Context: an optimization exercise on an open-source flow, tuned for small area and a short achievable clock period. The choices shown serve that exercise and are no tape-out recipe.
Where RTL was checked, it was by simulation tests only, not by an equivalence proof against the original.

==> flow/design.v (excerpt) <==
module izhneuron_verilog(clk, rst, en, WE, Addr, AER_BUS, Weight, spike_out);
For scale: ~24 I/O pins, about 9200 um2 of cells after synthesis.
clock: 21.0 ns
lec_check: 0
cap_margin: 20
core_margin: 2
core_utilization: 40
slew_margin: 20
standard.sh (not shown) runs the stock make flow with config.mk's settings and CLKGATE_MAP_FILE= SYNTH_SCRIPT=/design/flow/synth_recipe.tcl, a recipe that flattens the netlist after the stock synthesis.
==> flow/flow/run.sh <==
#!/bin/bash
set -e
cp standard.sh standard.sh.log
export SETUP_SLACK_MARGIN=${FLOW_SETUP_MARGIN:-11.5}
export BUFFER_PORTS_ARGS="-buffer_cell sky130_fd_sc_hd__buf_2"
bash standard.sh synth > synth.log 2>&1
R=orfs/results/sky130hd/izhneuron_verilog/base
cp $R/1_2_yosys.v yosys_netlist_before_polar.v.log
python3 flow/polar.py $R/1_2_yosys.v $R/1_2_yosys.polar.v > polar.log 2>&1
mv $R/1_2_yosys.polar.v $R/1_2_yosys.v
rm -f $R/1_synth.odb
bash standard.sh > standard.log 2>&1
Other scripts of this flow, unchanged in this note and not shown: flow/flow/polar.py
Change:
--- a/flow/flow/run.sh
+++ b/flow/flow/run.sh
@@ -3,3 +3,3 @@
 cp standard.sh standard.sh.log
-export SETUP_SLACK_MARGIN=${FLOW_SETUP_MARGIN:-11.5}
+export SETUP_SLACK_MARGIN=${FLOW_SETUP_MARGIN:-12}
 export BUFFER_PORTS_ARGS="-buffer_cell sky130_fd_sc_hd__buf_2"
Effect: Cell count goes up by 1.8%; area after synthesis does not change; routed wire length is about the same; global-route usage hardly moves; sequential share of layout area came out lower by 0.48 points; cell area rose by about 3%; non-clock buffer count climbs by 21; count of clock-buffer cells in the layout does not change.
Function was not checked in any run of this note: the RTL went through the layout flow alone.


== lagoon ==
Another version of the RTL of izhneuron_verilog (not shown whole).
Size: ~8400 µm² of cells after synthesis.
export LEC_CHECK = 0
export CAP_MARGIN = 20
export CORE_MARGIN = 2
export CORE_UTILIZATION = 40
export SLEW_MARGIN = 20
create_clock -name core_clock -period 21.0 [get_ports {clk}]
==> flow/flow/run.sh <==
#!/bin/bash
# Standard ORFS layout of the standard synthesis, with these changes in how it is made:
#  - after synthesis, flow/polar.py re-polarises full adders (FA(~a,~b,~c) =
#    ~FA(a,b,c)) to drop inverters; the registers and the function are unchanged;
#  - the gate driving spike_out takes the reset from the reset port's buffer
#    directly, not through the reset's fan-out buffers (flow/post_grt.tcl);
set -e
cp standard.sh standard.sh.log
export SETUP_SLACK_MARGIN=${FLOW_SETUP_MARGIN:-12.15}
export BUFFER_PORTS_ARGS="-buffer_cell sky130_fd_sc_hd__buf_2"
# after global routing: the reset input of spike_out's gate is fed straight from
# the reset port's buffer (flow/post_grt.tcl)
export POST_GLOBAL_ROUTE_TCL=$(pwd)/flow/post_grt.tcl
bash standard.sh synth > synth.log 2>&1
R=orfs/results/sky130hd/izhneuron_verilog/base
cp $R/1_2_yosys.v yosys_netlist_before_polar.v.log
python3 flow/polar.py $R/1_2_yosys.v $R/1_2_yosys.polar.v > polar.log 2>&1
mv $R/1_2_yosys.polar.v $R/1_2_yosys.v
rm -f $R/1_synth.odb
bash standard.sh > standard.log 2>&1
==> flow/flow/post_grt.tcl <==
# Feed the reset input of the gate that drives spike_out straight from the reset
# port's input buffer, ahead of the buffers that spread the reset to the
# registers: spike_out is cleared by the reset in the same cycle, so that input
# is on the design's shortest input-to-output path.
proc my_driver_inst { net } {
  foreach it [$net getITerms] {
    if { [$it isOutputSignal] } { return [$it getInst] }
  }
  return ""
}
proc my_is_buf { inst } {
  set m [[$inst getMaster] getName]
  return [regexp {^sky130_fd_sc_hd__(buf|clkbuf)_\d+$} $m]
}
set block [ord::get_db_block]
set rstnet [$block findNet rst]
set ibuf ""
foreach it [$rstnet getITerms] {
  if { [$it isInputSignal] } { set ibuf [$it getInst] }
}
set sonet [$block findNet spike_out]
set obuf [my_driver_inst $sonet]
if { $ibuf ne "" && $obuf ne "" && [my_is_buf $ibuf] && [my_is_buf $obuf] } {
  set ibuf_net [[$ibuf findITerm X] getNet]
  set gate [my_driver_inst [[$obuf findITerm A] getNet]]
  foreach it [$gate getITerms] {
    if { ![$it isInputSignal] } { continue }
    set n [$it getNet]
    if { $n eq "NULL" || $n eq "" } { continue }
    if { [$n getName] eq [$ibuf_net getName] } { continue }
    # follow non-inverting buffers back towards the reset input buffer
    set cur $n
    set hops 0
    while { $hops < 8 } {
      set d [my_driver_inst $cur]
      if { $d eq "" || ![my_is_buf $d] } { break }
      set cur [[$d findITerm A] getNet]
      incr hops
      if { [$cur getName] eq [$ibuf_net getName] } { break }
    }
    if { $hops > 0 && [$cur getName] eq [$ibuf_net getName] } {
      puts "post_grt: [$gate getName]/[[$it getMTerm] getName] moved from [$n getName] to [$ibuf_net getName]"
      global_route -start_incremental
      $it disconnect
      $it connect $ibuf_net
      global_route -end_incremental
      write_guides $::env(RESULTS_DIR)/route.guide
    }
  }
}
Other scripts of this flow, unchanged in this note and not shown: flow/flow/polar.py
## Diff of input files: garnet against lagoon
-- flow/flow/run.sh --
<<< lagoon, line 7
set -e
cp standard.sh standard.sh.log
export SETUP_SLACK_MARGIN=${FLOW_SETUP_MARGIN:-12.15}
export BUFFER_PORTS_ARGS="-buffer_cell sky130_fd_sc_hd__buf_2"
# after global routing: the reset input of spike_out's gate is fed straight from
>>> garnet, line 7
set -e
cp standard.sh standard.sh.log
export SETUP_SLACK_MARGIN=${FLOW_SETUP_MARGIN:-12}
export BUFFER_PORTS_ARGS="-buffer_cell sky130_fd_sc_hd__buf_2"
# after global routing: the reset input of spike_out's gate is fed straight from
[summary]
Non-clock buffer count down 2 in garnet wrt lagoon. When garnet is set beside lagoon, its met3 wire length turns out to be about 17% smaller. Final wirelength | garnet below lagoon.
The inputs of willow differ from those of garnet as listed below.
==> flow/flow/run.sh <==
#!/bin/bash
set -e
cp standard.sh standard.sh.log
export SETUP_SLACK_MARGIN=${FLOW_SETUP_MARGIN:-12}
export BUFFER_PORTS_ARGS="-buffer_cell sky130_fd_sc_hd__buf_2"
bash standard.sh synth > synth.log 2>&1
R=orfs/results/sky130hd/izhneuron_verilog/base
cp $R/1_2_yosys.v yosys_netlist_before_polar.v.log
python3 flow/polar.py $R/1_2_yosys.v $R/1_2_yosys.polar.v > polar.log 2>&1
mv $R/1_2_yosys.polar.v $R/1_2_yosys.v
rm -f $R/1_synth.odb
bash standard.sh > standard.log 2>&1
removed: flow/flow/post_grt.tcl
Findings:
Diff garnet..willow | proportion of layout cells with a drive suffix above 1 | unchanged
From garnet to willow, sequential cell count did not move at all.
Max freq garnet -> willow: degraded
Delay of the slowest critical-path stage delta (willow -> garnet): insignificant
Compared willow against garnet; clock skew within noise.
diff inputs: willow => fjord
-- flow/flow/run.sh --
<<< willow, line 4
export SETUP_SLACK_MARGIN=${FLOW_SETUP_MARGIN:-12}
export BUFFER_PORTS_ARGS="-buffer_cell sky130_fd_sc_hd__buf_2"
bash standard.sh synth > synth.log 2>&1
R=orfs/results/sky130hd/izhneuron_verilog/base
>>> fjord, line 4
export SETUP_SLACK_MARGIN=${FLOW_SETUP_MARGIN:-12}
export BUFFER_PORTS_ARGS="-buffer_cell sky130_fd_sc_hd__buf_2"
# after global routing: the reset input of spike_out's gate is fed straight from
# the reset port's buffer (flow/post_grt.tcl)
export POST_GLOBAL_ROUTE_TCL=$(pwd)/flow/post_grt.tcl
bash standard.sh synth > synth.log 2>&1
R=orfs/results/sky130hd/izhneuron_verilog/base
==> flow/flow/post_grt.tcl (new file) <==
# Feed the reset input of the gate that drives spike_out straight from the reset
# port's input buffer, ahead of the buffers that spread the reset to the
# registers: spike_out is cleared by the reset in the same cycle, so that input
# is on the design's shortest input-to-output path.
proc my_driver_inst { net } {
  foreach it [$net getITerms] {
    if { [$it isOutputSignal] } { return [$it getInst] }
  }
  return ""
}
proc my_is_buf { inst } {
  set m [[$inst getMaster] getName]
  return [regexp {^sky130_fd_sc_hd__(buf|clkbuf)_\d+$} $m]
}
set block [ord::get_db_block]
set rstnet [$block findNet rst]
set ibuf ""
foreach it [$rstnet getITerms] {
  if { [$it isInputSignal] } { set ibuf [$it getInst] }
}
set sonet [$block findNet spike_out]
set obuf [my_driver_inst $sonet]
if { $ibuf ne "" && $obuf ne "" && [my_is_buf $ibuf] && [my_is_buf $obuf] } {
  set ibuf_net [[$ibuf findITerm X] getNet]
  set gate [my_driver_inst [[$obuf findITerm A] getNet]]
  foreach it [$gate getITerms] {
    if { ![$it isInputSignal] } { continue }
    set n [$it getNet]
    if { $n eq "NULL" || $n eq "" } { continue }
    if { [$n getName] eq [$ibuf_net getName] } { continue }
    # follow non-inverting buffers back towards the reset input buffer
    set cur $n
    set hops 0
    while { $hops < 8 } {
      set d [my_driver_inst $cur]
      if { $d eq "" || ![my_is_buf $d] } { break }
      set cur [[$d findITerm A] getNet]
      incr hops
      if { [$cur getName] eq [$ibuf_net getName] } { break }
    }
    if { $hops > 0 && [$cur getName] eq [$ibuf_net getName] } {
      puts "post_grt: [$gate getName]/[[$it getMTerm] getName] moved from [$n getName] to [$ibuf_net getName]"
      global_route -start_incremental
      $it disconnect
      $it connect $ibuf_net
      global_route -end_incremental
      write_guides $::env(RESULTS_DIR)/route.guide
    }
  }
}
fjord ends up with lower number of buffers and inverters on the critical path than willow does. Reported for fjord and willow, count of max-cap constraint violations turned out identical to the last digit. willow → fjord: area of all placed cells without fillers neither gained nor lost much; critical path depth lost 1; fmax picked up an extra 1.2%; met3 layer wire length in the routed design lost about 24%. Sum of routed wire length over all layers for fjord is lower than for willow. Looking at fjord and willow, the worst hold slack after final layout is a wash. On worst setup slack, the higher figure sits with fjord, not willow. Comparing willow against fjord, there is no change at all in proportion of layout cells with a drive suffix above 1.

[re-timing with driven ports]
Ports are ideal in the flow. The routed layouts listed here were re-timed in OpenROAD.
Step 1: set_driving_cell puts a clkbuf_16 on clk and a buf_2 on each other input, an assumption about the parent block.
Step 2 adds t to the input delays and takes it off the output delays; t is the mean of the earliest and latest rising clock arrival at the registers after step 1. Input paths then give back, and output paths get back, about the clock's delay inside the block.
Slacks: ideal ports / drivers / drivers and shift; pairs: ideal ports / drivers.
run | t, ns | slack for setup (ns) | latest minus earliest clock arrival (ns) | worst data-port slew with drivers (ns)
the first run of note 1 | 0.398 | 11.696 / 11.672 / 11.672 | 0.010 / 0.011 | 0.04
the second run of note 1 | 0.404 | 12.016 / 11.996 / 11.996 | 0.011 / 0.012 | 0.03
lagoon | 0.394 | 12.155 / 12.117 / 12.117 | 0.010 / 0.011 | 0.05
garnet | 0.393 | 12.150 / 12.119 / 12.119 | 0.012 / 0.012 | 0.04
willow | 0.394 | 12.043 / 12.013 / 12.013 | 0.013 / 0.013 | 0.04
fjord | 0.393 | 12.150 / 12.119 / 12.119 | 0.012 / 0.012 | 0.04
After both steps every run listed still meets setup and hold. For lagoon, which loses most, drivers alone change the setup slack by -0.038 ns; drivers and shift together by -0.038 ns.
